Source: an optimization exercise on an open RTL-to-GDS flow (aim: small area and a short achievable clock period). Production flows keep margins and buffers that such runs may drop. RTL that was checked went through simulation tests only; none was proved equivalent to the original. No functional check of the RTL was part of run 1. Power is estimated from default activity; no workload was simulated.

==> flow/design.v, too long to show whole: its modules and the start of the top module <==
// module a25_shifter: 131 lines
// module a25_barrel_shift: 60 lines
// module a25_alu: 80 lines
// module a25_multiply: 77 lines
// module a25_rca: 20 lines
// module a25_register_bank: 395 lines
// module a25_execute: 578 lines
module a25_execute (
input                       i_clk,
input                       i_rst,                       
input                       i_core_stall,                
input                       i_mem_stall,                 
output                      o_exec_stall,                
input       [31:0]          i_wb_read_data,              
input                       i_wb_read_data_valid,        
input       [10:0]          i_wb_load_rd,                
input       [31:0]          i_copro_read_data,           
input                       i_decode_iaccess,            
input                       i_decode_daccess,            
input       [7:0]           i_decode_load_rd,            
output reg  [31:0]          o_copro_write_data,
output reg  [31:0]          o_write_data,
output reg  [31:0]          o_iaddress,
output      [31:0]          o_iaddress_nxt,              
output reg                  o_iaddress_valid,      
output reg  [31:0]          o_daddress,          
output      [31:0]          o_daddress_nxt,              
output reg                  o_daddress_valid,      
output reg                  o_adex,                
output reg                  o_priviledged,         
output reg                  o_exclusive,           
output reg                  o_write_enable,
output reg  [3:0]           o_byte_enable,
output reg  [8:0]           o_exec_load_rd,        
output      [31:0]          o_status_bits,               
output                      o_multiply_done,
input      [1:0]            i_status_bits_mode,
input                       i_status_bits_irq_mask,
input                       i_status_bits_firq_mask,
input      [31:0]           i_imm32,
input      [4:0]            i_imm_shift_amount,
input                       i_shift_imm_zero,
input      [3:0]            i_condition,
input                       i_decode_exclusive,        
input      [3:0]            i_rm_sel,
input      [3:0]            i_rs_sel,
input      [3:0]            i_rn_sel,
input      [1:0]            i_barrel_shift_amount_sel,
input      [1:0]            i_barrel_shift_data_sel,
input      [1:0]            i_barrel_shift_function,
input      [8:0]            i_alu_function,
input      [1:0]            i_multiply_function,
input      [2:0]            i_interrupt_vector_sel,
input      [3:0]            i_iaddress_sel,
input      [3:0]            i_daddress_sel,
input      [2:0]            i_pc_sel,
input      [1:0]            i_byte_enable_sel,
input      [2:0]            i_status_bits_sel,
input      [2:0]            i_reg_write_sel,
input                       i_user_mode_regs_store_nxt,
input                       i_firq_not_user_mode,
input                       i_write_data_wen,
input                       i_base_address_wen,      
input                       i_pc_wen,
input      [14:0]           i_reg_bank_wen,
input                       i_status_bits_flags_wen,
input                       i_status_bits_mode_wen,
  // ...
==> flow/run.sh <==
#!/bin/bash
# synth_recipe.tcl (not shown) runs the flow's synth.tcl, then flattens the netlist and writes it again
# the make line also repeats each setting of config.mk as NAME=value (left out here)
make -C /OpenROAD-flow-scripts/flow DESIGN_CONFIG=/design/flow/config.mk WORK_HOME=/design/flow/orfs CLKGATE_MAP_FILE= SYNTH_SCRIPT=/design/flow/synth_recipe.tcl finish
==> flow/config.mk <==
export PLATFORM = sky130hd
export DESIGN_NAME = a25_execute
export DESIGN_NICKNAME = a25_execute
export VERILOG_FILES = /design/flow/design.v
export SDC_FILE = /design/flow/constraint.sdc
export NUM_CORES = 4
export LEC_CHECK = 0
export ABC_CLOCK_PERIOD_IN_PS = 12000
export CAP_MARGIN = 20
export CORE_MARGIN = 2
export CORE_UTILIZATION = 45
export PLACE_DENSITY = 0.6
export SETUP_SLACK_MARGIN = 5
export SLEW_MARGIN = 20
==> flow/constraint.sdc <==
create_clock -name core_clock -period 18.0 [get_ports {i_clk}]
set_input_delay 3.6000 -clock core_clock [delete_from_list [all_inputs] [get_ports {i_clk}]]
set_output_delay 3.6000 -clock core_clock [all_outputs]
set_load 0.01 [all_outputs]
==> impl_results.md, run 1 <==
* Outcome: stopped before the end
* Exit stage: global routing (5_1_grt)
* Tool error: [ERROR GRT-0116] Global routing finished with congestion. Check the congestion regions in the DRC Viewer.
* FP Rows at 164
* Grt ovf at 81
* Post-DP Area at 102000 um^2
* Post-synthesis adder-cell area fraction at 2.31%
* Placed insts at 15100
* First-pass GRT wire length at 1120000 um
* Initial Utilization at 45.4%
* Count of cell types in the netlist at 132
* Largest area contributor in the netlist: dfxtp_1
* Hpwl dp at 551000 um
* Synth Flop Type: dfxtp_1
* Top Usage Layer GRT: met2
* Post-cts sizing count at 825
* Post-Syn Area at 90900 um^2
* XOR/XNOR share of the synthesized area at 2.49%
* Async SR Flop Fraction at 0%
* Synth top cells by count: 1626 x nor2_1, 1404 x a21oi_1, 1191 x dfxtp_1, 1052 x clkbuf_1, 950 x nand2_1
* Syn Inst Count at 12400
* Register area share after synthesis at 26.2%
* Post-CTS setup buffers at 231
* Post-Place Setup Slack at 702 ps
* GRT Total Usage at 77.6%
* Simple-gate area share of the yosys netlist at 21.9%
* Routability congestion estimate at 1.25
* Htree depth at 4
* Hold buffer count at cts at 0
* Compound-gate portion of the synthesized area at 35.2%
* Met1 usage at 78.2%
* Mean post-synth cell area at 7.32 um^2
* GR Layer Usage met3 at 60.8%
* Ys Warns at 5
* #FFs+latches synth at 1191
==> module a25_alu, before the edit <==
module a25_alu (
input       [31:0]          i_a_in,
input       [31:0]          i_b_in,
input                       i_barrel_shift_carry,
input                       i_status_bits_carry,
input       [8:0]           i_function,
output      [31:0]          o_out,
output      [3:0]           o_flags,
output      [31:0]          o_out_plus4      
);
wire     [31:0]         a, b, b_not;
wire     [31:0]         and_out, or_out, xor_out;
wire     [31:0]         sign_ex8_out, sign_ex_16_out;
wire     [31:0]         zero_ex8_out, zero_ex_16_out;
wire     [32:0]         fadder_out;
wire                    swap_sel;
wire                    not_sel;
wire     [1:0]          cin_sel;
wire                    cout_sel;
wire     [3:0]          out_sel;
wire                    carry_in;
wire                    carry_out;
wire                    overflow_out;
wire                    fadder_carry_out;
assign  { swap_sel, not_sel, cin_sel, cout_sel, out_sel } = i_function;
assign a     = (swap_sel ) ? i_b_in : i_a_in ;
assign b     = (swap_sel ) ? i_a_in : i_b_in ;
assign b_not     = (not_sel ) ? ~b : b ;
assign carry_in  = (cin_sel==2'd0 ) ? 1'd0                   :
                   (cin_sel==2'd1 ) ? 1'd1                   :
                                      i_status_bits_carry    ;   
assign carry_out = (cout_sel==1'd0 ) ? fadder_carry_out     :
                                       i_barrel_shift_carry ;
assign  overflow_out    = out_sel == 4'd1 &&
                          ( (!a[31] && !b_not[31] && fadder_out[31]) ||
                            (a[31] && b_not[31] && !fadder_out[31])     );
assign fadder_out       = { 1'd0,a} + {1'd0,b_not} + {32'd0,carry_in};
assign fadder_carry_out = fadder_out[32];
assign and_out          = a & b_not;
assign or_out           = a | b_not;
assign xor_out          = a ^ b_not;
assign zero_ex8_out     = {24'd0,  b_not[7:0]};
assign zero_ex_16_out   = {16'd0,  b_not[15:0]};
assign sign_ex8_out     = {{24{b_not[7]}},  b_not[7:0]};
assign sign_ex_16_out   = {{16{b_not[15]}}, b_not[15:0]};
wire [31:0] logic_out   = out_sel == 4'd0 ? b_not            : 
                          out_sel == 4'd2 ? zero_ex_16_out   :
                          out_sel == 4'd3 ? zero_ex8_out     :
                          out_sel == 4'd4 ? sign_ex_16_out   :
                          out_sel == 4'd5 ? sign_ex8_out     :
                          out_sel == 4'd6 ? xor_out          :
                          out_sel == 4'd7 ? or_out           :
                                            and_out          ;
assign o_out = out_sel == 4'd1 ? fadder_out[31:0] : logic_out;
wire [31:0] p_bits = a ^ b_not;
wire [31:0] g_bits = a & b_not;
wire [31:0] t_bits = {p_bits[31:3] ^ g_bits[30:2], fadder_out[2], 2'b11};
wire [31:0] ones;    
wire [31:0] pre0 = t_bits;
wire [31:0] pre1, pre2, pre3, pre4, pre5;
genvar i;
generate
for (i=0; i<32; i=i+1) begin : g_pre
    assign pre1[i] = (i %  2) >=  1 ? pre0[i] & pre0[i - (i %  2) +  0] : pre0[i];
    assign pre2[i] = (i %  4) >=  2 ? pre1[i] & pre1[i - (i %  4) +  1] : pre1[i];
    assign pre3[i] = (i %  8) >=  4 ? pre2[i] & pre2[i - (i %  8) +  3] : pre2[i];
    assign pre4[i] = (i % 16) >=  8 ? pre3[i] & pre3[i - (i % 16) +  7] : pre3[i];
    assign pre5[i] = (i % 32) >= 16 ? pre4[i] & pre4[i - (i % 32) + 15] : pre4[i];
end
endgenerate
assign ones = {pre5[30:2], 3'b100};
wire [31:0] sum_plus4   = {fadder_out[31:2] ^ ones[31:2], fadder_out[1:0]};
wire [31:0] logic_plus4 = logic_out + 32'd4;
assign o_out_plus4 = out_sel == 4'd1 ? sum_plus4 : logic_plus4;
assign o_flags       = {  o_out[31],       
                         |o_out == 1'd0,   
                         carry_out,        
                         overflow_out      
                         };
endmodule
==> module a25_multiply, before the edit <==
module a25_multiply (
input                       i_clk,
input                       i_rst,
input                       i_core_stall,
input       [31:0]          i_a_in,          
input       [31:0]          i_b_in,          
input       [1:0]           i_function,
input                       i_execute,
output      [31:0]          o_out,
output      [1:0]           o_flags,         
output reg                  o_done     
);
wire        enable;
wire        accumulate;
wire [33:0] multiplier;
wire [33:0] sum;
wire [33:0] sum34_b;
reg  [5:0]  count;
reg  [5:0]  count_nxt;
reg  [67:0] product;
reg  [67:0] product_nxt;
reg  [1:0]  flags_nxt;
wire [32:0] sum_acc1;            
assign enable         = i_function[0];
assign accumulate     = i_function[1];
wire        booth_add = product[1:0] == 2'b01;
wire        booth_sub = product[1:0] == 2'b10;
assign multiplier     = { 2'd0, i_a_in } ;
assign sum34_b        = (booth_add | booth_sub) ? ( multiplier ^ {34{booth_sub}} ) : 34'd0 ;
wire        acc_step = count == 6'd34;
wire [33:0] add_a    = acc_step ? {2'd0, product[32:1]} : product[67:34];
wire [33:0] add_b    = acc_step ? multiplier            : sum34_b;
wire        add_cin  = !acc_step && booth_sub;
wire [16:0] lo_sum, hi_sum0, hi_sum1;
wire        lo_co;
a25_rca #(.W(17)) u_add_lo  (.i_a(add_a[16:0]),  .i_b(add_b[16:0]),  .i_cin(add_cin), .o_sum(lo_sum),  .o_co(lo_co));
a25_rca #(.W(17)) u_add_hi0 (.i_a(add_a[33:17]), .i_b(add_b[33:17]), .i_cin(1'd0),    .o_sum(hi_sum0), .o_co());
a25_rca #(.W(17)) u_add_hi1 (.i_a(add_a[33:17]), .i_b(add_b[33:17]), .i_cin(1'd1),    .o_sum(hi_sum1), .o_co());
assign sum      = {lo_co ? hi_sum1 : hi_sum0, lo_sum};
assign sum_acc1 = sum[32:0];
always @*
    begin
    count_nxt           = count;
    product_nxt         = product;
    flags_nxt   = { product[32], product[32:1] == 32'd0 }; 
    if ( count == 6'd0 )
        product_nxt = {33'd0, 1'd0, i_b_in, 1'd0 } ;
    else if ( count <= 6'd33 )
        product_nxt = { sum[33], sum, product[33:1]} ;
    else if ( count == 6'd34 && accumulate )
        begin
        product_nxt         = { product[64:33], sum_acc1[31:0], 1'd0};  
        end
    if (count == 6'd0)   
        count_nxt   = enable ? 6'd1 : 6'd0;
    else if ((count == 6'd34 && !accumulate) ||   
             (count == 6'd35 &&  accumulate)  )   
        count_nxt   = 6'd0;
    else
        count_nxt   = count + 1'd1;
    end
always @ ( posedge i_clk )
    if ( i_rst )
        begin
        count           <= 'd0;
        product         <= 'd0;
        o_done          <= 'd0;
        end
    else if ( !i_core_stall )
        begin
        count           <= i_execute ? count_nxt          : count;           
        product         <= i_execute ? product_nxt        : product;        
        o_done          <= i_execute ? count == 6'd31     : o_done;          
        end
assign o_out   = product[32:1]; 
assign o_flags = flags_nxt;
endmodule
==> module a25_register_bank, before the edit <==
module a25_register_bank (
input                       i_clk,
input                       i_rst,
input                       i_core_stall,
input                       i_mem_stall,
input       [1:0]           i_mode_idec,             
input       [1:0]           i_mode_exec,             
input       [3:0]           i_mode_rds_exec,         
input                       i_firq_not_user_mode,
input       [3:0]           i_rm_sel,
input       [3:0]           i_rs_sel,
input       [3:0]           i_rn_sel,
input                       i_pc_wen,
input       [14:0]          i_reg_bank_wen,
input       [23:0]          i_pc,                    
input       [31:0]          i_reg,
input       [31:0]          i_wb_read_data,
input                       i_wb_read_data_valid,
input       [3:0]           i_wb_read_data_rd,
input       [1:0]           i_wb_mode,
input       [3:0]           i_status_bits_flags,
input                       i_status_bits_irq_mask,
input                       i_status_bits_firq_mask,
output      [31:0]          o_rm,
output      [31:0]          o_rs,
output      [31:0]          o_rd,
output      [31:0]          o_rn,
output      [31:0]          o_pc
);
localparam [3:0]    REGOP       = 4'h0,  
                    MULT        = 4'h1,  
                    SWAP        = 4'h2,  
                    TRANS       = 4'h3,  
                    MTRANS      = 4'h4,  
                    BRANCH      = 4'h5,  
                    CODTRANS    = 4'h6,  
                    COREGOP     = 4'h7,  
                    CORTRANS    = 4'h8,  
                    SWI         = 4'h9;  
localparam [3:0] AND = 4'h0,         
                 EOR = 4'h1,         
                 SUB = 4'h2,         
                 RSB = 4'h3,         
                 ADD = 4'h4,         
                 ADC = 4'h5,         
                 SBC = 4'h6,         
                 RSC = 4'h7,         
                 TST = 4'h8,         
                 TEQ = 4'h9,         
                 CMP = 4'ha,        
                 CMN = 4'hb,        
                 ORR = 4'hc,        
                 MOV = 4'hd,        
                 BIC = 4'he,        
                 MVN = 4'hf;        
localparam [3:0] EQ  = 4'h0,         
                 NE  = 4'h1,         
                 CS  = 4'h2,         
                 CC  = 4'h3,         
                 MI  = 4'h4,         
                 PL  = 4'h5,         
                 VS  = 4'h6,         
                 VC  = 4'h7,         
                 HI  = 4'h8,         
                 LS  = 4'h9,         
                 GE  = 4'ha,         
                 LT  = 4'hb,         
                 GT  = 4'hc,         
                 LE  = 4'hd,         
                 AL  = 4'he,         
                 NV  = 4'hf;         
localparam [1:0] LSL = 2'h0,
                 LSR = 2'h1,
                 ASR = 2'h2,
                 RRX = 2'h3,
                 ROR = 2'h3; 
localparam [1:0] SVC  =  2'b11,   
                 IRQ  =  2'b10,   
                 FIRQ =  2'b01,   
                 USR  =  2'b00;   
localparam [5:0] OH_USR  = 0,
                 OH_IRQ  = 1,
                 OH_FIRQ = 2,
                 OH_SVC  = 3;
function [3:0] instruction_type;
input [31:0] instruction;
    begin
    casez ({instruction[27:20], instruction[7:4]})
        12'b00010?001001 : instruction_type = SWAP;
        12'b000000??1001 : instruction_type = MULT;
        12'b00?????????? : instruction_type = REGOP;
        12'b01?????????? : instruction_type = TRANS;   
        12'b100????????? : instruction_type = MTRANS;  
        12'b101????????? : instruction_type = BRANCH; 
        12'b110????????? : instruction_type = CODTRANS;
        12'b1110???????0 : instruction_type = COREGOP;         
        12'b1110???????1 : instruction_type = CORTRANS;       
        default:           instruction_type = SWI;
    endcase
    end
endfunction    
function [31:0] sel32_128;
input [1:0] select;
input [127:0] bus;
    begin
    sel32_128 = select==2'd0 ? bus[31:0] : select==2'd1 ? bus[63:32] : select==2'd2 ? bus[95:64] : bus[127:96];
    end
endfunction
function [31:0] pcf;
input [31:0] pc_reg;
    begin
    pcf = {6'd0, pc_reg[25:2], 2'd0};
    end
endfunction
function [14:0] decode;
input [3:0] reg_sel;
begin
case ( reg_sel )
    4'h0:    decode = 15'h0001;
    4'h1:    decode = 15'h0002;
    4'h2:    decode = 15'h0004;
    4'h3:    decode = 15'h0008;
    4'h4:    decode = 15'h0010;
    4'h5:    decode = 15'h0020;
    4'h6:    decode = 15'h0040;
    4'h7:    decode = 15'h0080;
    4'h8:    decode = 15'h0100;
    4'h9:    decode = 15'h0200;
    4'ha:    decode = 15'h0400;
    4'hb:    decode = 15'h0800;
    4'hc:    decode = 15'h1000;
    4'hd:    decode = 15'h2000;
    4'he:    decode = 15'h4000;
    default: decode = 15'h0000;
endcase
end
endfunction
function [3:0] oh_status_bits_mode;
input [1:0] fn_status_bits_mode;
begin
oh_status_bits_mode = 
    fn_status_bits_mode == SVC  ? 1'd1 << OH_SVC  :
    fn_status_bits_mode == IRQ  ? 1'd1 << OH_IRQ  :
    fn_status_bits_mode == FIRQ ? 1'd1 << OH_FIRQ :
                                  1'd1 << OH_USR  ;
end
endfunction
function [(14*8)-1:0]  mode_name;
input [4:0] mode;
begin
mode_name    = mode == USR  ? "User          " :
               mode == SVC  ? "Supervisor    " :
               mode == IRQ  ? "Interrupt     " :
               mode == FIRQ ? "Fast Interrupt" :
                              "UNKNOWN       " ;
end
endfunction
function conditional_execute;
input [3:0] condition;
input [3:0] flags;
begin
conditional_execute  
               = ( condition == AL                                        ) ||
                 ( condition == EQ  &&  flags[2]                          ) ||
                 ( condition == NE  && !flags[2]                          ) ||
                 ( condition == CS  &&  flags[1]                          ) ||
                 ( condition == CC  && !flags[1]                          ) ||
                 ( condition == MI  &&  flags[3]                          ) ||
                 ( condition == PL  && !flags[3]                          ) ||
                 ( condition == VS  &&  flags[0]                          ) ||
                 ( condition == VC  && !flags[0]                          ) ||
                 ( condition == HI  &&    flags[1] && !flags[2]           ) ||
                 ( condition == LS  &&  (!flags[1] ||  flags[2])          ) ||
                 ( condition == GE  &&  flags[3] == flags[0]              ) ||
                 ( condition == LT  &&  flags[3] != flags[0]              ) ||
                 ( condition == GT  &&  !flags[2] && flags[3] == flags[0] ) ||
                 ( condition == LE  &&  (flags[2] || flags[3] != flags[0])) ;
end
endfunction
function [31:0] log2;
input    [31:0] num;
integer i;
begin
  log2 = 32'd0;
  for (i=0; i<30; i=i+1)
    if ((2**i > num) && (log2 == 0))
      log2 = i-1;
end
endfunction
reg  [31:0] r0, r1, r2, r3, r4, r5, r6, r7, r8, r9, r10, r11, r12, r13, r14, r8_firq, r9_firq, r10_firq, r11_firq, r12_firq, r13_svc, r14_svc, r13_irq, r14_irq, r13_firq, r14_firq;
reg  [23:0] r15;
wire        usr_exec  = i_mode_exec == USR;
wire        svc_exec  = i_mode_exec == SVC;
wire        irq_exec  = i_mode_exec == IRQ;
wire        firq_exec = i_mode_exec == FIRQ;
wire        usr_idec  = i_mode_idec == USR;
wire        svc_idec  = i_mode_idec == SVC;
wire        irq_idec  = i_mode_idec == IRQ;
wire        firq_idec = i_firq_not_user_mode;
wire [14:0] read_data_wen  = {15{i_wb_read_data_valid & ~i_mem_stall}} & decode (i_wb_read_data_rd);
wire [14:0] reg_bank_wen_c = {15{~i_core_stall}} & i_reg_bank_wen;
wire        pc_wen_c       = ~i_core_stall & i_pc_wen;
wire        pc_dmem_wen    = i_wb_read_data_valid & ~i_mem_stall & i_wb_read_data_rd == 4'd15;
wire [31:0] wdata    = i_rst ? 32'hdead_beef : i_reg;
wire [23:0] wdata_pc = i_rst ? 24'hc0_ffee   : i_pc;
wire r0_w1        = i_rst || (reg_bank_wen_c[0]);
wire r0_w2        = read_data_wen[0];
wire r1_w1        = i_rst || (reg_bank_wen_c[1]);
wire r1_w2        = read_data_wen[1];
wire r2_w1        = i_rst || (reg_bank_wen_c[2]);
wire r2_w2        = read_data_wen[2];
wire r3_w1        = i_rst || (reg_bank_wen_c[3]);
wire r3_w2        = read_data_wen[3];
wire r4_w1        = i_rst || (reg_bank_wen_c[4]);
wire r4_w2        = read_data_wen[4];
wire r5_w1        = i_rst || (reg_bank_wen_c[5]);
wire r5_w2        = read_data_wen[5];
wire r6_w1        = i_rst || (reg_bank_wen_c[6]);
wire r6_w2        = read_data_wen[6];
wire r7_w1        = i_rst || (reg_bank_wen_c[7]);
wire r7_w2        = read_data_wen[7];
wire r8_w1        = i_rst || (reg_bank_wen_c[8] && !firq_idec);
wire r8_w2        = read_data_wen[8] && i_wb_mode != FIRQ;
wire r9_w1        = i_rst || (reg_bank_wen_c[9] && !firq_idec);
wire r9_w2        = read_data_wen[9] && i_wb_mode != FIRQ;
wire r10_w1       = i_rst || (reg_bank_wen_c[10] && !firq_idec);
wire r10_w2       = read_data_wen[10] && i_wb_mode != FIRQ;
wire r11_w1       = i_rst || (reg_bank_wen_c[11] && !firq_idec);
wire r11_w2       = read_data_wen[11] && i_wb_mode != FIRQ;
wire r12_w1       = i_rst || (reg_bank_wen_c[12] && !firq_idec);
wire r12_w2       = read_data_wen[12] && i_wb_mode != FIRQ;
wire r13_w1       = i_rst || (reg_bank_wen_c[13] && usr_idec);
wire r13_w2       = read_data_wen[13] && i_wb_mode == USR;
wire r14_w1       = i_rst || (reg_bank_wen_c[14] && usr_idec);
wire r14_w2       = read_data_wen[14] && i_wb_mode == USR;
wire r8_firq_w1   = i_rst || (reg_bank_wen_c[8] && firq_idec);
wire r8_firq_w2   = read_data_wen[8] && i_wb_mode == FIRQ;
wire r9_firq_w1   = i_rst || (reg_bank_wen_c[9] && firq_idec);
wire r9_firq_w2   = read_data_wen[9] && i_wb_mode == FIRQ;
wire r10_firq_w1  = i_rst || (reg_bank_wen_c[10] && firq_idec);
wire r10_firq_w2  = read_data_wen[10] && i_wb_mode == FIRQ;
wire r11_firq_w1  = i_rst || (reg_bank_wen_c[11] && firq_idec);
wire r11_firq_w2  = read_data_wen[11] && i_wb_mode == FIRQ;
wire r12_firq_w1  = i_rst || (reg_bank_wen_c[12] && firq_idec);
wire r12_firq_w2  = read_data_wen[12] && i_wb_mode == FIRQ;
wire r13_svc_w1   = i_rst || (reg_bank_wen_c[13] && svc_idec);
wire r13_svc_w2   = read_data_wen[13] && i_wb_mode == SVC;
wire r14_svc_w1   = i_rst || (reg_bank_wen_c[14] && svc_idec);
wire r14_svc_w2   = read_data_wen[14] && i_wb_mode == SVC;
wire r13_irq_w1   = i_rst || (reg_bank_wen_c[13] && irq_idec);
wire r13_irq_w2   = read_data_wen[13] && i_wb_mode == IRQ;
wire r14_irq_w1   = i_rst || (reg_bank_wen_c[14] && irq_idec);
wire r14_irq_w2   = read_data_wen[14] && i_wb_mode == IRQ;
wire r13_firq_w1  = i_rst || (reg_bank_wen_c[13] && firq_idec);
wire r13_firq_w2  = read_data_wen[13] && i_wb_mode == FIRQ;
wire r14_firq_w1  = i_rst || (reg_bank_wen_c[14] && firq_idec);
wire r14_firq_w2  = read_data_wen[14] && i_wb_mode == FIRQ;
wire r15_w1       = i_rst || pc_wen_c;
wire r15_w2       = pc_dmem_wen;
always @ ( posedge i_clk )
    begin
    r0       <= ({32{r0_w1}} & wdata) | ({32{!r0_w1 &&  r0_w2}} & i_wb_read_data) | ({32{!r0_w1 && !r0_w2}} & r0);
    r1       <= ({32{r1_w1}} & wdata) | ({32{!r1_w1 &&  r1_w2}} & i_wb_read_data) | ({32{!r1_w1 && !r1_w2}} & r1);
    r2       <= ({32{r2_w1}} & wdata) | ({32{!r2_w1 &&  r2_w2}} & i_wb_read_data) | ({32{!r2_w1 && !r2_w2}} & r2);
    r3       <= ({32{r3_w1}} & wdata) | ({32{!r3_w1 &&  r3_w2}} & i_wb_read_data) | ({32{!r3_w1 && !r3_w2}} & r3);
    r4       <= ({32{r4_w1}} & wdata) | ({32{!r4_w1 &&  r4_w2}} & i_wb_read_data) | ({32{!r4_w1 && !r4_w2}} & r4);
    r5       <= ({32{r5_w1}} & wdata) | ({32{!r5_w1 &&  r5_w2}} & i_wb_read_data) | ({32{!r5_w1 && !r5_w2}} & r5);
    r6       <= ({32{r6_w1}} & wdata) | ({32{!r6_w1 &&  r6_w2}} & i_wb_read_data) | ({32{!r6_w1 && !r6_w2}} & r6);
    r7       <= ({32{r7_w1}} & wdata) | ({32{!r7_w1 &&  r7_w2}} & i_wb_read_data) | ({32{!r7_w1 && !r7_w2}} & r7);
    r8       <= ({32{r8_w1}} & wdata) | ({32{!r8_w1 &&  r8_w2}} & i_wb_read_data) | ({32{!r8_w1 && !r8_w2}} & r8);
    r9       <= ({32{r9_w1}} & wdata) | ({32{!r9_w1 &&  r9_w2}} & i_wb_read_data) | ({32{!r9_w1 && !r9_w2}} & r9);
    r10      <= ({32{r10_w1}} & wdata) | ({32{!r10_w1 &&  r10_w2}} & i_wb_read_data) | ({32{!r10_w1 && !r10_w2}} & r10);
    r11      <= ({32{r11_w1}} & wdata) | ({32{!r11_w1 &&  r11_w2}} & i_wb_read_data) | ({32{!r11_w1 && !r11_w2}} & r11);
    r12      <= ({32{r12_w1}} & wdata) | ({32{!r12_w1 &&  r12_w2}} & i_wb_read_data) | ({32{!r12_w1 && !r12_w2}} & r12);
    r13      <= ({32{r13_w1}} & wdata) | ({32{!r13_w1 &&  r13_w2}} & i_wb_read_data) | ({32{!r13_w1 && !r13_w2}} & r13);
    r14      <= ({32{r14_w1}} & wdata) | ({32{!r14_w1 &&  r14_w2}} & i_wb_read_data) | ({32{!r14_w1 && !r14_w2}} & r14);
    r8_firq  <= ({32{r8_firq_w1}} & wdata) | ({32{!r8_firq_w1 &&  r8_firq_w2}} & i_wb_read_data) | ({32{!r8_firq_w1 && !r8_firq_w2}} & r8_firq);
    r9_firq  <= ({32{r9_firq_w1}} & wdata) | ({32{!r9_firq_w1 &&  r9_firq_w2}} & i_wb_read_data) | ({32{!r9_firq_w1 && !r9_firq_w2}} & r9_firq);
    r10_firq <= ({32{r10_firq_w1}} & wdata) | ({32{!r10_firq_w1 &&  r10_firq_w2}} & i_wb_read_data) | ({32{!r10_firq_w1 && !r10_firq_w2}} & r10_firq);
    r11_firq <= ({32{r11_firq_w1}} & wdata) | ({32{!r11_firq_w1 &&  r11_firq_w2}} & i_wb_read_data) | ({32{!r11_firq_w1 && !r11_firq_w2}} & r11_firq);
    r12_firq <= ({32{r12_firq_w1}} & wdata) | ({32{!r12_firq_w1 &&  r12_firq_w2}} & i_wb_read_data) | ({32{!r12_firq_w1 && !r12_firq_w2}} & r12_firq);
    r13_svc  <= ({32{r13_svc_w1}} & wdata) | ({32{!r13_svc_w1 &&  r13_svc_w2}} & i_wb_read_data) | ({32{!r13_svc_w1 && !r13_svc_w2}} & r13_svc);
    r14_svc  <= ({32{r14_svc_w1}} & wdata) | ({32{!r14_svc_w1 &&  r14_svc_w2}} & i_wb_read_data) | ({32{!r14_svc_w1 && !r14_svc_w2}} & r14_svc);
    r13_irq  <= ({32{r13_irq_w1}} & wdata) | ({32{!r13_irq_w1 &&  r13_irq_w2}} & i_wb_read_data) | ({32{!r13_irq_w1 && !r13_irq_w2}} & r13_irq);
    r14_irq  <= ({32{r14_irq_w1}} & wdata) | ({32{!r14_irq_w1 &&  r14_irq_w2}} & i_wb_read_data) | ({32{!r14_irq_w1 && !r14_irq_w2}} & r14_irq);
    r13_firq <= ({32{r13_firq_w1}} & wdata) | ({32{!r13_firq_w1 &&  r13_firq_w2}} & i_wb_read_data) | ({32{!r13_firq_w1 && !r13_firq_w2}} & r13_firq);
    r14_firq <= ({32{r14_firq_w1}} & wdata) | ({32{!r14_firq_w1 &&  r14_firq_w2}} & i_wb_read_data) | ({32{!r14_firq_w1 && !r14_firq_w2}} & r14_firq);
    r15      <= ({24{r15_w1}} & wdata_pc) | ({24{!r15_w1 &&  r15_w2}} & i_wb_read_data[25:2]) | ({24{!r15_w1 && !r15_w2}} & r15);
    end
wire [31:0] r15_out_rm     = { i_status_bits_flags, 
                              i_status_bits_irq_mask, 
                              i_status_bits_firq_mask, 
                              r15, 
                              i_mode_exec};
wire [31:0] r15_out_rm_nxt = { i_status_bits_flags, 
                              i_status_bits_irq_mask, 
                              i_status_bits_firq_mask, 
                              i_pc, 
                              i_mode_exec};
wire [31:0] r15_out_rn     = {6'd0, r15, 2'd0};
wire        rds_usr  = i_mode_rds_exec[OH_USR];
wire        rds_svc  = !i_mode_rds_exec[OH_USR] &&  i_mode_rds_exec[OH_SVC];
wire        rds_irq  = !i_mode_rds_exec[OH_USR] && !i_mode_rds_exec[OH_SVC] &&  i_mode_rds_exec[OH_IRQ];
wire        rds_firq = !i_mode_rds_exec[OH_USR] && !i_mode_rds_exec[OH_SVC] && !i_mode_rds_exec[OH_IRQ];
wire        rds_f8   = i_mode_rds_exec[OH_FIRQ];
wire [15:0] rm_dec = 16'd1 << i_rm_sel;
wire [31:0] rm_bank = ({32{rm_dec[0]}} & r0)
                     | ({32{rm_dec[1]}} & r1)
                     | ({32{rm_dec[2]}} & r2)
                     | ({32{rm_dec[3]}} & r3)
                     | ({32{rm_dec[4]}} & r4)
                     | ({32{rm_dec[5]}} & r5)
                     | ({32{rm_dec[6]}} & r6)
                     | ({32{rm_dec[7]}} & r7)
                     | ({32{rm_dec[8] & !firq_exec}} & r8)
                     | ({32{rm_dec[8] &  firq_exec}} & r8_firq)
                     | ({32{rm_dec[9] & !firq_exec}} & r9)
                     | ({32{rm_dec[9] &  firq_exec}} & r9_firq)
                     | ({32{rm_dec[10] & !firq_exec}} & r10)
                     | ({32{rm_dec[10] &  firq_exec}} & r10_firq)
                     | ({32{rm_dec[11] & !firq_exec}} & r11)
                     | ({32{rm_dec[11] &  firq_exec}} & r11_firq)
                     | ({32{rm_dec[12] & !firq_exec}} & r12)
                     | ({32{rm_dec[12] &  firq_exec}} & r12_firq)
                     | ({32{rm_dec[13] & usr_exec}} & r13)
                     | ({32{rm_dec[13] & svc_exec}} & r13_svc)
                     | ({32{rm_dec[13] & irq_exec}} & r13_irq)
                     | ({32{rm_dec[13] & firq_exec}} & r13_firq)
                     | ({32{rm_dec[14] & usr_exec}} & r14)
                     | ({32{rm_dec[14] & svc_exec}} & r14_svc)
                     | ({32{rm_dec[14] & irq_exec}} & r14_irq)
                     | ({32{rm_dec[14] & firq_exec}} & r14_firq)
                     | ({32{rm_dec[15]}} & r15_out_rm);
wire [15:0] rn_dec = 16'd1 << i_rn_sel;
wire [31:0] rn_bank = ({32{rn_dec[0]}} & r0)
                     | ({32{rn_dec[1]}} & r1)
                     | ({32{rn_dec[2]}} & r2)
                     | ({32{rn_dec[3]}} & r3)
                     | ({32{rn_dec[4]}} & r4)
                     | ({32{rn_dec[5]}} & r5)
                     | ({32{rn_dec[6]}} & r6)
                     | ({32{rn_dec[7]}} & r7)
                     | ({32{rn_dec[8] & !firq_exec}} & r8)
                     | ({32{rn_dec[8] &  firq_exec}} & r8_firq)
                     | ({32{rn_dec[9] & !firq_exec}} & r9)
                     | ({32{rn_dec[9] &  firq_exec}} & r9_firq)
                     | ({32{rn_dec[10] & !firq_exec}} & r10)
                     | ({32{rn_dec[10] &  firq_exec}} & r10_firq)
                     | ({32{rn_dec[11] & !firq_exec}} & r11)
                     | ({32{rn_dec[11] &  firq_exec}} & r11_firq)
                     | ({32{rn_dec[12] & !firq_exec}} & r12)
                     | ({32{rn_dec[12] &  firq_exec}} & r12_firq)
                     | ({32{rn_dec[13] & usr_exec}} & r13)
                     | ({32{rn_dec[13] & svc_exec}} & r13_svc)
                     | ({32{rn_dec[13] & irq_exec}} & r13_irq)
                     | ({32{rn_dec[13] & firq_exec}} & r13_firq)
                     | ({32{rn_dec[14] & usr_exec}} & r14)
                     | ({32{rn_dec[14] & svc_exec}} & r14_svc)
                     | ({32{rn_dec[14] & irq_exec}} & r14_irq)
                     | ({32{rn_dec[14] & firq_exec}} & r14_firq)
                     | ({32{rn_dec[15]}} & r15_out_rn);
wire [15:0] rs_dec = 16'd1 << i_rs_sel;
wire [31:0] rs_bank = ({32{rs_dec[0]}} & r0)
                     | ({32{rs_dec[1]}} & r1)
                     | ({32{rs_dec[2]}} & r2)
                     | ({32{rs_dec[3]}} & r3)
                     | ({32{rs_dec[4]}} & r4)
                     | ({32{rs_dec[5]}} & r5)
                     | ({32{rs_dec[6]}} & r6)
                     | ({32{rs_dec[7]}} & r7)
                     | ({32{rs_dec[8] & !rds_f8}} & r8)
                     | ({32{rs_dec[8] &  rds_f8}} & r8_firq)
                     | ({32{rs_dec[9] & !rds_f8}} & r9)
                     | ({32{rs_dec[9] &  rds_f8}} & r9_firq)
                     | ({32{rs_dec[10] & !rds_f8}} & r10)
                     | ({32{rs_dec[10] &  rds_f8}} & r10_firq)
                     | ({32{rs_dec[11] & !rds_f8}} & r11)
                     | ({32{rs_dec[11] &  rds_f8}} & r11_firq)
                     | ({32{rs_dec[12] & !rds_f8}} & r12)
                     | ({32{rs_dec[12] &  rds_f8}} & r12_firq)
                     | ({32{rs_dec[13] & rds_usr}} & r13)
                     | ({32{rs_dec[13] & rds_svc}} & r13_svc)
                     | ({32{rs_dec[13] & rds_irq}} & r13_irq)
                     | ({32{rs_dec[13] & rds_firq}} & r13_firq)
                     | ({32{rs_dec[14] & rds_usr}} & r14)
                     | ({32{rs_dec[14] & rds_svc}} & r14_svc)
                     | ({32{rs_dec[14] & rds_irq}} & r14_irq)
                     | ({32{rs_dec[14] & rds_firq}} & r14_firq)
                     | ({32{rs_dec[15]}} & r15_out_rn);
assign o_rm = rm_bank;
assign o_rn = rn_bank;
assign o_rs = rs_bank;
assign o_rd = i_rs_sel == 4'd15 ? r15_out_rm_nxt : rs_bank;
assign o_pc = r15_out_rn;
endmodule
==> inputs of run 2 (changes only) <==
--- a/flow/design.v
+++ b/flow/design.v
@@ -380,17 +380,18 @@
 assign carry_in  = (cin_sel==2'd0 ) ? 1'd0                   :
                    (cin_sel==2'd1 ) ? 1'd1                   :
                                       i_status_bits_carry    ;   
 assign carry_out = (cout_sel==1'd0 ) ? fadder_carry_out     :
                                        i_barrel_shift_carry ;
 assign  overflow_out    = out_sel == 4'd1 &&
                           ( (!a[31] && !b_not[31] && fadder_out[31]) ||
                             (a[31] && b_not[31] && !fadder_out[31])     );
-assign fadder_out       = { 1'd0,a} + {1'd0,b_not} + {32'd0,carry_in};
+wire [33:0] fadder_wide  = {1'd0, a, 1'd1} + {1'd0, b_not, carry_in};
+assign fadder_out       = fadder_wide[33:1];
 assign fadder_carry_out = fadder_out[32];
 assign and_out          = a & b_not;
 assign or_out           = a | b_not;
 assign xor_out          = a ^ b_not;
 assign zero_ex8_out     = {24'd0,  b_not[7:0]};
 assign zero_ex_16_out   = {16'd0,  b_not[15:0]};
 assign sign_ex8_out     = {{24{b_not[7]}},  b_not[7:0]};
 assign sign_ex_16_out   = {{16{b_not[15]}}, b_not[15:0]};
@@ -457,22 +458,18 @@
 wire        booth_add = product[1:0] == 2'b01;
 wire        booth_sub = product[1:0] == 2'b10;
 assign multiplier     = { 2'd0, i_a_in } ;
 assign sum34_b        = (booth_add | booth_sub) ? ( multiplier ^ {34{booth_sub}} ) : 34'd0 ;
 wire        acc_step = count == 6'd34;
 wire [33:0] add_a    = acc_step ? {2'd0, product[32:1]} : product[67:34];
 wire [33:0] add_b    = acc_step ? multiplier            : sum34_b;
 wire        add_cin  = !acc_step && booth_sub;
-wire [16:0] lo_sum, hi_sum0, hi_sum1;
-wire        lo_co;
-a25_rca #(.W(17)) u_add_lo  (.i_a(add_a[16:0]),  .i_b(add_b[16:0]),  .i_cin(add_cin), .o_sum(lo_sum),  .o_co(lo_co));
-a25_rca #(.W(17)) u_add_hi0 (.i_a(add_a[33:17]), .i_b(add_b[33:17]), .i_cin(1'd0),    .o_sum(hi_sum0), .o_co());
-a25_rca #(.W(17)) u_add_hi1 (.i_a(add_a[33:17]), .i_b(add_b[33:17]), .i_cin(1'd1),    .o_sum(hi_sum1), .o_co());
-assign sum      = {lo_co ? hi_sum1 : hi_sum0, lo_sum};
+wire [35:0] add_wide = {1'd0, add_a, 1'd1} + {1'd0, add_b, add_cin};
+assign sum      = add_wide[34:1];
 assign sum_acc1 = sum[32:0];
 always @*
     begin
     count_nxt           = count;
     product_nxt         = product;
     flags_nxt   = { product[32], product[32:1] == 32'd0 }; 
     if ( count == 6'd0 )
         product_nxt = {33'd0, 1'd0, i_b_in, 1'd0 } ;
@@ -521,16 +518,34 @@
 generate
 for (i=0; i<W; i=i+1) begin : g_bit
     assign o_sum[i]   = i_a[i] ^ i_b[i] ^ carry[i];
     assign carry[i+1] = (i_a[i] & i_b[i]) | (i_a[i] & carry[i]) | (i_b[i] & carry[i]);
 end
 endgenerate
 assign o_co = carry[W];
 endmodule
+module a25_inc #(
+parameter W = 8
+)(
+input       [W-1:0]         i_a,
+output      [W-1:0]         o_sum,
+output                      o_co
+);
+wire [W:0] carry;
+assign carry[0] = 1'd1;
+genvar i;
+generate
+for (i=0; i<W; i=i+1) begin : g_bit
+    assign o_sum[i]   = i_a[i] ^ carry[i];
+    assign carry[i+1] = i_a[i] & carry[i];
+end
+endgenerate
+assign o_co = carry[W];
+endmodule
 module a25_register_bank (
 input                       i_clk,
 input                       i_rst,
 input                       i_core_stall,
 input                       i_mem_stall,
 input       [1:0]           i_mode_idec,             
 input       [1:0]           i_mode_exec,             
 input       [3:0]           i_mode_rds_exec,         
@@ -544,16 +559,19 @@
 input       [31:0]          i_reg,
 input       [31:0]          i_wb_read_data,
 input                       i_wb_read_data_valid,
 input       [3:0]           i_wb_read_data_rd,
 input       [1:0]           i_wb_mode,
 input       [3:0]           i_status_bits_flags,
 input                       i_status_bits_irq_mask,
 input                       i_status_bits_firq_mask,
+input       [31:0]          i_fwd_data,              
+input                       i_fwd_rm,                
+input                       i_fwd_rn,                
 output      [31:0]          o_rm,
 output      [31:0]          o_rs,
 output      [31:0]          o_rd,
 output      [31:0]          o_rn,
 output      [31:0]          o_pc
 );
 localparam [3:0]    REGOP       = 4'h0,  
                     MULT        = 4'h1,  
@@ -826,102 +844,83 @@
                               i_pc, 
                               i_mode_exec};
 wire [31:0] r15_out_rn     = {6'd0, r15, 2'd0};
 wire        rds_usr  = i_mode_rds_exec[OH_USR];
 wire        rds_svc  = !i_mode_rds_exec[OH_USR] &&  i_mode_rds_exec[OH_SVC];
 wire        rds_irq  = !i_mode_rds_exec[OH_USR] && !i_mode_rds_exec[OH_SVC] &&  i_mode_rds_exec[OH_IRQ];
 wire        rds_firq = !i_mode_rds_exec[OH_USR] && !i_mode_rds_exec[OH_SVC] && !i_mode_rds_exec[OH_IRQ];
 wire        rds_f8   = i_mode_rds_exec[OH_FIRQ];
-wire [15:0] rm_dec = 16'd1 << i_rm_sel;
+wire [31:0] r8_out  = firq_exec ? r8_firq : r8;
+wire [31:0] r9_out  = firq_exec ? r9_firq : r9;
+wire [31:0] r10_out  = firq_exec ? r10_firq : r10;
+wire [31:0] r11_out  = firq_exec ? r11_firq : r11;
+wire [31:0] r12_out  = firq_exec ? r12_firq : r12;
+wire [31:0] r13_out  = ({32{usr_exec}} & r13) | ({32{svc_exec}} & r13_svc) | ({32{irq_exec}} & r13_irq) | ({32{firq_exec}} & r13_firq);
+wire [31:0] r14_out  = ({32{usr_exec}} & r14) | ({32{svc_exec}} & r14_svc) | ({32{irq_exec}} & r14_irq) | ({32{firq_exec}} & r14_firq);
+wire [31:0] r8_rds  = rds_f8 ? r8_firq : r8;
+wire [31:0] r9_rds  = rds_f8 ? r9_firq : r9;
+wire [31:0] r10_rds  = rds_f8 ? r10_firq : r10;
+wire [31:0] r11_rds  = rds_f8 ? r11_firq : r11;
+wire [31:0] r12_rds  = rds_f8 ? r12_firq : r12;
+wire [31:0] r13_rds  = ({32{rds_usr}} & r13) | ({32{rds_svc}} & r13_svc) | ({32{rds_irq}} & r13_irq) | ({32{rds_firq}} & r13_firq);
+wire [31:0] r14_rds  = ({32{rds_usr}} & r14) | ({32{rds_svc}} & r14_svc) | ({32{rds_irq}} & r14_irq) | ({32{rds_firq}} & r14_firq);
+wire [15:0] rm_dec = (16'd1 << i_rm_sel) & {16{!i_fwd_rm}};
 wire [31:0] rm_bank = ({32{rm_dec[0]}} & r0)
                      | ({32{rm_dec[1]}} & r1)
                      | ({32{rm_dec[2]}} & r2)
                      | ({32{rm_dec[3]}} & r3)
                      | ({32{rm_dec[4]}} & r4)
                      | ({32{rm_dec[5]}} & r5)
                      | ({32{rm_dec[6]}} & r6)
                      | ({32{rm_dec[7]}} & r7)
-                     | ({32{rm_dec[8] & !firq_exec}} & r8)
-                     | ({32{rm_dec[8] &  firq_exec}} & r8_firq)
-                     | ({32{rm_dec[9] & !firq_exec}} & r9)
-                     | ({32{rm_dec[9] &  firq_exec}} & r9_firq)
-                     | ({32{rm_dec[10] & !firq_exec}} & r10)
-                     | ({32{rm_dec[10] &  firq_exec}} & r10_firq)
-                     | ({32{rm_dec[11] & !firq_exec}} & r11)
-                     | ({32{rm_dec[11] &  firq_exec}} & r11_firq)
-                     | ({32{rm_dec[12] & !firq_exec}} & r12)
-                     | ({32{rm_dec[12] &  firq_exec}} & r12_firq)
-                     | ({32{rm_dec[13] & usr_exec}} & r13)
-                     | ({32{rm_dec[13] & svc_exec}} & r13_svc)
-                     | ({32{rm_dec[13] & irq_exec}} & r13_irq)
-                     | ({32{rm_dec[13] & firq_exec}} & r13_firq)
-                     | ({32{rm_dec[14] & usr_exec}} & r14)
-                     | ({32{rm_dec[14] & svc_exec}} & r14_svc)
-                     | ({32{rm_dec[14] & irq_exec}} & r14_irq)
-                     | ({32{rm_dec[14] & firq_exec}} & r14_firq)
+                     | ({32{rm_dec[8]}} & r8_out)
+                     | ({32{rm_dec[9]}} & r9_out)
+                     | ({32{rm_dec[10]}} & r10_out)
+                     | ({32{rm_dec[11]}} & r11_out)
+                     | ({32{rm_dec[12]}} & r12_out)
+                     | ({32{rm_dec[13]}} & r13_out)
+                     | ({32{rm_dec[14]}} & r14_out)
                      | ({32{rm_dec[15]}} & r15_out_rm);
-wire [15:0] rn_dec = 16'd1 << i_rn_sel;
+wire [15:0] rn_dec = (16'd1 << i_rn_sel) & {16{!i_fwd_rn}};
 wire [31:0] rn_bank = ({32{rn_dec[0]}} & r0)
                      | ({32{rn_dec[1]}} & r1)
                      | ({32{rn_dec[2]}} & r2)
                      | ({32{rn_dec[3]}} & r3)
                      | ({32{rn_dec[4]}} & r4)
                      | ({32{rn_dec[5]}} & r5)
                      | ({32{rn_dec[6]}} & r6)
                      | ({32{rn_dec[7]}} & r7)
-                     | ({32{rn_dec[8] & !firq_exec}} & r8)
-                     | ({32{rn_dec[8] &  firq_exec}} & r8_firq)
-                     | ({32{rn_dec[9] & !firq_exec}} & r9)
-                     | ({32{rn_dec[9] &  firq_exec}} & r9_firq)
-                     | ({32{rn_dec[10] & !firq_exec}} & r10)
-                     | ({32{rn_dec[10] &  firq_exec}} & r10_firq)
-                     | ({32{rn_dec[11] & !firq_exec}} & r11)
-                     | ({32{rn_dec[11] &  firq_exec}} & r11_firq)
-                     | ({32{rn_dec[12] & !firq_exec}} & r12)
-                     | ({32{rn_dec[12] &  firq_exec}} & r12_firq)
-                     | ({32{rn_dec[13] & usr_exec}} & r13)
-                     | ({32{rn_dec[13] & svc_exec}} & r13_svc)
-                     | ({32{rn_dec[13] & irq_exec}} & r13_irq)
-                     | ({32{rn_dec[13] & firq_exec}} & r13_firq)
-                     | ({32{rn_dec[14] & usr_exec}} & r14)
-                     | ({32{rn_dec[14] & svc_exec}} & r14_svc)
-                     | ({32{rn_dec[14] & irq_exec}} & r14_irq)
-                     | ({32{rn_dec[14] & firq_exec}} & r14_firq)
+                     | ({32{rn_dec[8]}} & r8_out)
+                     | ({32{rn_dec[9]}} & r9_out)
+                     | ({32{rn_dec[10]}} & r10_out)
+                     | ({32{rn_dec[11]}} & r11_out)
+                     | ({32{rn_dec[12]}} & r12_out)
+                     | ({32{rn_dec[13]}} & r13_out)
+                     | ({32{rn_dec[14]}} & r14_out)
                      | ({32{rn_dec[15]}} & r15_out_rn);
 wire [15:0] rs_dec = 16'd1 << i_rs_sel;
 wire [31:0] rs_bank = ({32{rs_dec[0]}} & r0)
                      | ({32{rs_dec[1]}} & r1)
                      | ({32{rs_dec[2]}} & r2)
                      | ({32{rs_dec[3]}} & r3)
                      | ({32{rs_dec[4]}} & r4)
                      | ({32{rs_dec[5]}} & r5)
                      | ({32{rs_dec[6]}} & r6)
                      | ({32{rs_dec[7]}} & r7)
-                     | ({32{rs_dec[8] & !rds_f8}} & r8)
-                     | ({32{rs_dec[8] &  rds_f8}} & r8_firq)
-                     | ({32{rs_dec[9] & !rds_f8}} & r9)
-                     | ({32{rs_dec[9] &  rds_f8}} & r9_firq)
-                     | ({32{rs_dec[10] & !rds_f8}} & r10)
-                     | ({32{rs_dec[10] &  rds_f8}} & r10_firq)
-                     | ({32{rs_dec[11] & !rds_f8}} & r11)
-                     | ({32{rs_dec[11] &  rds_f8}} & r11_firq)
-                     | ({32{rs_dec[12] & !rds_f8}} & r12)
-                     | ({32{rs_dec[12] &  rds_f8}} & r12_firq)
-                     | ({32{rs_dec[13] & rds_usr}} & r13)
-                     | ({32{rs_dec[13] & rds_svc}} & r13_svc)
-                     | ({32{rs_dec[13] & rds_irq}} & r13_irq)
-                     | ({32{rs_dec[13] & rds_firq}} & r13_firq)
-                     | ({32{rs_dec[14] & rds_usr}} & r14)
-                     | ({32{rs_dec[14] & rds_svc}} & r14_svc)
-                     | ({32{rs_dec[14] & rds_irq}} & r14_irq)
-                     | ({32{rs_dec[14] & rds_firq}} & r14_firq)
+                     | ({32{rs_dec[8]}} & r8_rds)
+                     | ({32{rs_dec[9]}} & r9_rds)
+                     | ({32{rs_dec[10]}} & r10_rds)
+                     | ({32{rs_dec[11]}} & r11_rds)
+                     | ({32{rs_dec[12]}} & r12_rds)
+                     | ({32{rs_dec[13]}} & r13_rds)
+                     | ({32{rs_dec[14]}} & r14_rds)
                      | ({32{rs_dec[15]}} & r15_out_rn);
-assign o_rm = rm_bank;
-assign o_rn = rn_bank;
+assign o_rm = rm_bank | ({32{i_fwd_rm}} & i_fwd_data);
+assign o_rn = rn_bank | ({32{i_fwd_rn}} & i_fwd_data);
 assign o_rs = rs_bank;
 assign o_rd = i_rs_sel == 4'd15 ? r15_out_rm_nxt : rs_bank;
 assign o_pc = r15_out_rn;
 endmodule
 module a25_execute (
 input                       i_clk,
 input                       i_rst,                       
 input                       i_core_stall,                
@@ -1250,20 +1249,26 @@
 assign status_bits_irq_mask_nxt  = ldm_status_bits           ? read_data_filtered     [27] :
                                    i_status_bits_sel == 3'd0 ? i_status_bits_irq_mask      :
                                    i_status_bits_sel == 3'd1 ? alu_out                [27] :
                                                                i_copro_read_data      [27] ;
 assign status_bits_firq_mask_nxt = ldm_status_bits           ? read_data_filtered     [26] :
                                    i_status_bits_sel == 3'd0 ? i_status_bits_firq_mask     :
                                    i_status_bits_sel == 3'd1 ? alu_out                [26] :
                                                                i_copro_read_data      [26] ;
-assign pc_plus4       = pc         + 32'd4;
-assign pc_minus4      = pc         - 32'd4;
-assign daddress_plus4 = o_daddress + 32'd4;
-assign alu_plus4      = alu_out_plus4;
+wire [23:0] pc_inc, pc_dec_n;
+wire        pc_inc_co, pc_dec_co;
+wire [29:0] daddress_inc;
+a25_inc #(.W(24)) u_pc_inc       (.i_a( pc[25:2]),         .o_sum(pc_inc),       .o_co(pc_inc_co));
+a25_inc #(.W(24)) u_pc_dec       (.i_a(~pc[25:2]),         .o_sum(pc_dec_n),     .o_co(pc_dec_co));
+a25_inc #(.W(30)) u_daddress_inc (.i_a(o_daddress[31:2]),  .o_sum(daddress_inc), .o_co());
+assign pc_plus4       = {5'd0, pc_inc_co, pc_inc, 2'd0};
+assign pc_minus4      = {{6{pc_dec_co}}, ~pc_dec_n, 2'd0};      
+assign daddress_plus4 = {daddress_inc, o_daddress[1:0]};
+assign alu_plus4      = alu_out + 32'd4;
 assign rn_plus4       = rn         + 32'd4;
 assign shift_amount = i_barrel_shift_amount_sel == 2'd0 ? 8'd0                         :
                       i_barrel_shift_amount_sel == 2'd1 ? rs[7:0]                      :
                                                           {3'd0, i_imm_shift_amount  } ;
 assign barrel_shift_in = i_barrel_shift_data_sel == 2'd0 ? i_imm32 : rm ;
 assign interrupt_vector =  
                           (i_interrupt_vector_sel == 3'd0) ? 32'h00000000 :  
                           (i_interrupt_vector_sel == 3'd1) ? 32'h00000010 :
@@ -1328,18 +1333,20 @@
                                                     {4{rd[ 7:0]}} ;
 assign execute = conditional_execute ( i_condition, status_bits_flags );
 assign pc_wen       = (i_pc_wen || !execute) && !i_conflict;
 assign reg_bank_wen = {{15{execute}} & i_reg_bank_wen};
 assign priviledged_nxt  = ( i_status_bits_mode_wen ? status_bits_mode_nxt : status_bits_mode ) != USR ;
 assign write_enable_nxt = execute && i_write_data_wen;
 assign daddress_valid_nxt = execute && i_decode_daccess && !i_core_stall;
 assign iaddress_valid_nxt = i_decode_iaccess || !execute;
-assign rn = i_rn_use_read && i_rn_sel == load_rd_c ? read_data_filtered_c : reg_bank_rn;
-assign rm = i_rm_use_read && i_rm_sel == load_rd_c ? read_data_filtered_c : reg_bank_rm;
+wire   fwd_rn = i_rn_use_read && i_rn_sel == load_rd_c;
+wire   fwd_rm = i_rm_use_read && i_rm_sel == load_rd_c;
+assign rn = reg_bank_rn;
+assign rm = reg_bank_rm;
 assign rs = i_rs_use_read && i_rs_sel == load_rd_c ? read_data_filtered_c : reg_bank_rs;
 assign rd = i_rd_use_read && i_rs_sel == load_rd_c ? read_data_filtered_c : reg_bank_rd;
 always@( posedge i_clk )
     if ( i_rst )
         begin
         read_data_filtered_r <= 'd0;
         load_rd_r            <= 'd0;
         end
@@ -1464,16 +1471,19 @@
     .i_wb_read_data_valid    ( i_wb_read_data_valid      ),
     .i_wb_read_data_rd       ( i_wb_load_rd[3:0]         ),
     .i_wb_mode               ( i_wb_load_rd[6:5]         ),
     .i_status_bits_flags     ( status_bits_flags         ),
     .i_status_bits_irq_mask  ( status_bits_irq_mask      ),
     .i_status_bits_firq_mask ( status_bits_firq_mask     ),
     .i_firq_not_user_mode    ( i_firq_not_user_mode      ),
     .i_mode_rds_exec         ( status_bits_mode_rds_oh   ),  
+    .i_fwd_data              ( read_data_filtered_c      ),
+    .i_fwd_rm                ( fwd_rm                    ),
+    .i_fwd_rn                ( fwd_rn                    ),
     .o_rm                    ( reg_bank_rm               ),
     .o_rs                    ( reg_bank_rs               ),
     .o_rd                    ( reg_bank_rd               ),
     .o_rn                    ( reg_bank_rn               ),
     .o_pc                    ( pc                        )
 );
 wire    [(2*8)-1:0]    xCONDITION;
 wire    [(4*8)-1:0]    xMODE;
==> flow/config.mk (replaced) <==
export PLATFORM = sky130hd
export DESIGN_NAME = a25_execute
export DESIGN_NICKNAME = a25_execute
export VERILOG_FILES = /design/flow/design.v
export SDC_FILE = /design/flow/constraint.sdc
export NUM_CORES = 4
export LEC_CHECK = 0
export ABC_AREA = 1
export CAP_MARGIN = 20
export CORE_MARGIN = 2
export CORE_UTILIZATION = 35
export PLACE_DENSITY = 0.5
export SETUP_SLACK_MARGIN = 4
export SLEW_MARGIN = 20
export TNS_END_PERCENT = 20
==> impl_results.md, run 2 <==
* Outcome: finished with violations (was stopped before the end)
* Layout check failures: max-capacitance violations, max-slew violations
* Max Fclk at 68.2 MHz
* XOR/XNOR share of the synthesized area at 0.734% (was 2.49%)
* Core area at 246000 um^2
* GRT Total Usage at 55.4%
* Die footprint at 252000 um^2
* CP max-delay cell: nand4_1
* Hold Path Class: register to register
* Clock Skew at 87.6 ps
* Pwr dens at 107 nW/um^2
* Total routed wirelength at 734000 um
* DR vias at 121000
* Main combinational cell family by area after synthesis: simple AND/OR/NAND/NOR gates (was compound AO/OA/AOI/OAI gates)
* Multi-input gate area at 57100 um^2
* Worst VDD drop at 0.102 mV
* Commonest non-fill, non-tap cell in the layout: nand2_1
* First-pass GRT wire length at 961000 um
* DR vias/cell at 6.61
* P_leak at 49.0 nW
* Htree depth at 4 (unchanged)
* Reg with most FFs: u_multiply.product
* Max reg flops at 67
* Compound-gate portion of the synthesized area at 25.4% (was 35.2%)
* FP Rows at 182 (was 164)
* Die height at 502 um (was 454 um)
* Simple-gate area share of the yosys netlist at 32.3% (was 21.9%)
* Syn Inst Count at 14200 (was 12400)
* Register area share after synthesis at 27.4% (was 26.2%)
* Drt first pass iters at 10
* Met2 GRT Util at 74.9%
* Post-synthesis adder-cell area fraction at 2.61% (was 2.31%)
* Worst path max stage delay at 560 ps
* Clock sinks at 1191 (unchanged)
* Total of max-cap violations at 1
* Largest net degree at the start of global routing at 122
* Aggregate negative setup slack at 0 ps
* Met1 usage at 62.6%
* Sequential share of power at 27.5%
* Crit. End Element: register
* Post-route ant nets at 0
* Vias in the first global route at 107000
* Max-slew headroom at -3.94%
* Hold buffer count at cts at 0 (unchanged)
* Layout area overhead at 25.4%
* Power Total at 11.6 mW
* RSZ-0062 raised after global routing: true
* Startpoint type of the worst setup path: primary input
* #FFs+latches synth at 1191 (unchanged)
* Synth Flop Type: dfxtp_1 (unchanged)
* Largest area contributor in the netlist: dfxtp_1 (unchanged)
* Worst Tran Pin Value at 1540 ps
* EDFF count, synth at 0 (unchanged)
* Clock tree from TritonCTS: built
* Mean post-synth cell area at 6.14 um^2 (was 7.32 um^2)
* Clk buf depth at 3 (unchanged)
* Count of pins over their slew limit at 2
* Crit Path Max Fanout at 14
* Number of CTS-inserted buffers at 153 (was 142)
* Initial antenna violation count at 87
* Crit path kind: primary input to register
* Fillers at 25800
* Synth top cells by count: 4389 x nand2_1, 1349 x inv_1, 1191 x dfxtp_1, 1106 x o21ai_0, 1038 x nand3_1 (was 1626 x nor2_1, 1404 x a21oi_1, 1191 x dfxtp_1, 1052 x clkbuf_1, 950 x nand2_1)
* I/O Pins at 463 (unchanged)
* DR iter-0 viols at 22000
* Post-Syn Area at 87000 um^2 (was 90900 um^2)
* Count of cell types in the netlist at 76 (was 132)
* Endpoints failing setup at 0
* Die Width at 502 um (was 454 um)
* Nets at 15200
* Most used cell, CP: buf_4
* Root buffer cell: clkbuf_16 (unchanged)
* Clock transition at path regs at 60 ps
* WP data required at 18810 ps
* Tmin final at 14660 ps
* Clock power share at 29.4%
* Pint at 6.24 mW
* Routability congestion estimate at 1.18 (was 1.25)
* Grt ovf at 0
* Share of cells above drive strength 1 at 14.8%
* Routed wire length per instance at 40.2 um
* Async SR Flop Fraction at 0% (unchanged)
* Synth top area share at 27.4% (was 26.2%)
* GR Layer Usage met3 at 25.8%
* Most frequent cells in the layout: 4227 x nand2_1, 1305 x inv_1, 1189 x dfxtp_1, 1003 x o21ai_0, 938 x nand3_1
* Sw frac at 46.4%
* Hpwl dp at 544000 um (was 551000 um)
* Clock latency (worst-skew pair) at 910 ps
* Critical Path AT at 15470 ps
* Area contributors post-synth: dfxtp_1 27%, nand2_1 19%, o21ai_0 6.4% (was dfxtp_1 26%, a21oi_1 7.7%, nor2_1 6.7%)
* Initial Utilization at 35.3% (was 45.4%)
* Most frequent cell after synthesis: nand2_1 (was nor2_1)
* Combinational power share at 43.1%
* Register area at 23800 um^2
* Top Usage Layer GRT: met2
* Mux contribution to synthesized area at 0.128% (was 5.16%)
* Switching power total at 5.41 mW
* I/O Buffers at 438 (unchanged)
* # DRC at 0
* Hold Vio Cnt, Final at 0
* Ys Warns at 5 (unchanged)
* Fin crit share at 81.4%
run 2: worst max-delay path, delay by kind of cell:
family / cells / cell delay (ps)
simple gates: 34 / 3990
buf+inv: 50 / 6380
compound gates: 6 / 1050
fa+ha+maj: 1 / 410
run 2: metal layers:
layer / wire (um) / up-vias / part of all wire (%)
met3: 114000 / 3318 / 16
met5: 937 / - / 0.13
met2: 277000 / 11400 / 38
met1: 250000 / 57000 / 34
met4: 91700 / 36 / 12
li1: - / 49000 / -
run 2: final timing paths:
kind	cells after the start	slack [ps]	endpoint	from
worst max-delay path	91	3340	o_daddress[29]$_SDFFE_PP0N_	i_wb_load_rd[0]
worst min register to register	2	460	u_multiply.product[38]$_SDFFE_PP0P_	u_multiply.product[38]$_SDFFE_PP0P_
worst max register to register	88	3830	o_daddress[29]$_SDFFE_PP0N_	status_bits_mode[0]$_SDFFE_PP1N_
worst min-delay path	2	460	u_multiply.product[38]$_SDFFE_PP0P_	u_multiply.product[38]$_SDFFE_PP0P_
run 2: power by group through the flow:
| stage | registers (mW) | logic (mW) | clock network [mW] |
|---|---|---|---|
| floorplan | 3.15 | 1.97 | 0 |
| global placement | 3.23 | 4.21 | 0 |
| detailed placement | 3.24 | 4.21 | 0 |
| CTS | 3.18 | 4.47 | 3.40 |
| global route | 3.22 | 5.01 | 3.50 |
| finish | 3.21 | 5.02 | 3.42 |
run 2: cells by family (layout without fill, tap and decap cells):
logic type	after synthesis	count (layout)
AO/OA/AOI/OAI	3472	3472
XOR/XNOR	72	72
adder cells (fa/ha/maj)	180	180
buffers and inverters	2449	3154
flip-flops	1191	1191
multiplexers	11	11
other	1	94
AND/OR/NAND/NOR	6788	6789
run 2: final cells by class:
| class | instances | share of cell area, % |
|---|---|---|
| Tap cell | 3312 | 3.80 |
| Inverter | 1428 | 5.01 |
| Clock buffer | 216 | 4.07 |
| Clock inverter | 61 | 0.886 |
| Multi-Input combinational cell | 10500 | 52.4 |
| Sequential cell | 1191 | 21.9 |
| Antenna cell | 70 | 0.161 |
| Timing Repair Buffer | 1449 | 11.8 |
run 2: through the flow:
stage                     worst slack [ps]  cells  util, %  area, um^2  hold WS, ps
final                                 3340  18300     44.2      109000          460
after global routing                  3140  18200     44.2      109000          482
after CTS                             3800  18100     43.4      107000          459
after detailed placement               886  17600     39.5       97200          452
after global placement                 525  17600     39.4       97100          446
after floorplan                       4550  14200        -       87100          436
run 2: timing repair:
action / in CTS / in global routing
buffers inserted: 235 / 60
endpoints found under the setup margin: 63 / 74
resized for setup: 746 / 313
pin swaps: 135 / 153
cloned: 11 / 3
==> inputs of run 3 (changes only) <==
--- a/flow/config.mk
+++ b/flow/config.mk
@@ -8,8 +8,7 @@
 export ABC_AREA = 1
 export CAP_MARGIN = 20
 export CORE_MARGIN = 2
-export CORE_UTILIZATION = 35
-export PLACE_DENSITY = 0.5
-export SETUP_SLACK_MARGIN = 4
+export CORE_UTILIZATION = 30
+export PLACE_DENSITY = 0.45
+export SETUP_SLACK_MARGIN = 2
 export SLEW_MARGIN = 20
-export TNS_END_PERCENT = 20
==> impl_results.md, run 3 <==
* Die Width at 542 um (was 502 um)
* #FFs+latches synth at 1191 (unchanged)
* Outcome: finished clean (was finished with violations)
* Max reg flops at 67 (unchanged)
* Switching power total at 5.25 mW (was 5.41 mW)
* Reg-to-reg startpoint: status_bits_mode[0]$_SDFFE_PP1N_ (unchanged)
* Most frequent cells in the layout: 4368 x nand2_1, 1331 x inv_1, 1189 x dfxtp_1, 1068 x o21ai_0, 1017 x nand3_1 (was 4227 x nand2_1, 1305 x inv_1, 1189 x dfxtp_1, 1003 x o21ai_0, 938 x nand3_1)
* Worst path max stage delay at 1220 ps (was 560 ps)
* DR vias at 115000 (was 121000)
* Htree depth at 4 (unchanged)
* Synth top area share at 27.4% (unchanged)
* Mux contribution to synthesized area at 0.128% (unchanged)
* Clock Skew at 72.3 ps (was 87.6 ps)
* Max-slew headroom at 7.49% (was -3.94%)
* Clock latency (worst-skew pair) at 930 ps (was 910 ps)
* Total of max-cap violations at 0 (was 1)
* Non-Filler Instances at 18500 (was 18300)
* Post-synthesis adder-cell area fraction at 2.61% (unchanged)
* P_leak at 46.9 nW (was 49.0 nW)
* Crit Path Max Fanout at 30 (was 14)
* Clock sinks at 1191 (unchanged)
* Hold Path Class: register to register (unchanged)
* First-pass GRT wire length at 968000 um (was 961000 um)
* DR vias/cell at 6.23 (was 6.61)
* Tmin final at 16050 ps (was 14660 ps)
* Register area at 23800 um^2 (unchanged)
* Routability congestion estimate at 1.13 (was 1.18)
* Share of cells above drive strength 1 at 10.2% (was 14.8%)
* Main combinational cell family by area after synthesis: simple AND/OR/NAND/NOR gates (unchanged)
* CP max-delay cell: clkinv_1 (was nand4_1)
* Total routed wirelength at 743000 um (was 734000 um)
* Multi-input gate area at 54600 um^2 (was 57100 um^2)
* Number of CTS-inserted buffers at 164 (was 153)
* Worst Tran Pin Value at 1390 ps (was 1540 ps)
* Drt first pass iters at 9 (was 10)
* EDFF count, synth at 0 (unchanged)
* Placed insts at 18100 (was 17600)
* Mean post-synth cell area at 6.14 um^2 (unchanged)
* Worst VDD drop at 0.0933 mV (was 0.102 mV)
* Clock tree from TritonCTS: built (unchanged)
* Combinational power share at 40.8% (was 43.1%)
* Ys Warns at 5 (unchanged)
* Crit. Startpoint: status_bits_mode[0]$_SDFFE_PP1N_ (was i_wb_load_rd[0])
* Fillers at 32000 (was 25800)
* Initial antenna violation count at 89 (was 87)
* Largest area contributor in the netlist: dfxtp_1 (unchanged)
* Count of cell types in the netlist at 76 (unchanged)
* Simple-gate area share of the yosys netlist at 32.3% (unchanged)
* Sequential share of power at 28.2% (was 27.5%)
==> run 3: cell counts after synthesis <==
No cell type changed its count.
==> run 3: metal layers <==
| metal | track usage, % | wire length, um | part of all wire, % | up-vias |
|---|---|---|---|---|
| li1 | - | - | - | 48400 |
| met1 | 58.3 | 276000 | 37 | 55300 |
| met2 | 68.0 | 295000 | 40 | 9064 |
| met3 | 15.9 | 92000 | 12 | 2180 |
| met4 | 43.6 | 79700 | 11 | 16 |
| met5 | 0.164 | 114 | 0.015 | - |
==> run 3: cells by family (layout without fill, tap and decap cells) <==
group	after synthesis	after routing
buffers and inverters	2449	2873
other	1	103
XOR/XNOR	72	72
AO/OA/AOI/OAI	3472	3472
multiplexers	11	11
adder cells (fa/ha/maj)	180	180
AND/OR/NAND/NOR	6788	6788
flip-flops	1191	1191
==> run 3: critical path, delay by kind of cell, from the launching register on <==
family                     cells  cell delay [ps]
buffers and inverters         11             3240
and+or+nand+nor               36             5470
adders and majority gates      1              280
AOI/OAI and AO/OA             11             1580
DFF                            1              910
==> run 3: repair_timing <==
| item | 4_1_cts | 5_1_grt |
|---|---|---|
| resized for setup | 75 | 88 |
| pin swaps | 8 | 9 |
| hold buffers | 0 | 0 |
| buffers inserted | 4 | 4 |
| setup endpoints to repair | 44 | 32 |
| cloned | 0 | 0 |
==> run 3: path summary, 6_finish.rpt <==
path,end,slack (ps),cells past startpoint
min,o_iaddress[1]$_SDFFE_PP0P_,470,2
max,o_daddress_nxt[30],1950,59
max reg2reg,u_register_bank.r1[29]$_DFF_P_,5460,54
min reg2reg,o_iaddress[1]$_SDFFE_PP0P_,470,2
==> run 3: power by group through the flow <==
stage                     Combinational (mW)  Clock (mW)  Sequential, mW
after floorplan                         1.97           0            3.15
after global placement                  4.34           0            3.24
after detailed placement                4.31           0            3.24
after CTS                               4.34        3.52            3.18
after global routing                    4.66        3.60            3.22
final                                   4.63        3.52            3.20
==> run 3: through the flow <==
stage	setup slack, ps	cell area (um^2)	hold slack [ps]	util (%)	total power [mW]
2_1_floorplan	4550	87100	436	-	5.12
3_3_place_gp	733	97900	454	34.0	7.57
3_5_place_dp	686	98000	456	34.0	7.55
4_1_cts	2010	104000	467	36.0	11.0
5_1_grt	1740	104000	480	36.1	11.5
6_report	1950	104000	466	36.2	11.4
==> run 3: area by class of cell <==
| class | instances | area share, % |
|---|---|---|
| multi-input combinational | 10500 | 52.3 |
| sequential | 1191 | 22.9 |
| timing repair buffer | 1159 | 9.69 |
| inverter | 1428 | 5.17 |
| tap | 3781 | 4.54 |
| clock buffer | 239 | 4.53 |
| clock inverter | 47 | 0.726 |
| antenna | 79 | 0.190 |

-- afterwards: timing with drivers on the ports --
How much do the figures lean on ideal ports? The routed layouts below were timed once more, with nothing changed but the port constraints. Step 1 sets driving cells, clkbuf_16 on the clock port and buf_2 on the other inputs (assumed; they add their load-dependent delay and slew). Step 2 times the ports against the registers' clock, not the clock port: input delays grow and output delays shrink by t, the midpoint of the rising clock arrivals with the driver on. Three values: no drivers, after step 1, after step 2; two values: the first two.
| run | t (ns) | setup WS [ns] | worst register clock-pin slew, ns | cell pins on the clock port's net |
|---|---|---|---|---|
| run 2 | 0.985 | 3.342 / 3.340 / 2.402 | 0.08 / 0.08 | 1 |
| run 3 | 1.014 | 1.950 / 1.831 / 1.851 | 0.07 / 0.07 | 1 |
For run 2, which loses most, drivers alone change the setup slack by -0.002 ns; drivers and shift together by -0.940 ns.
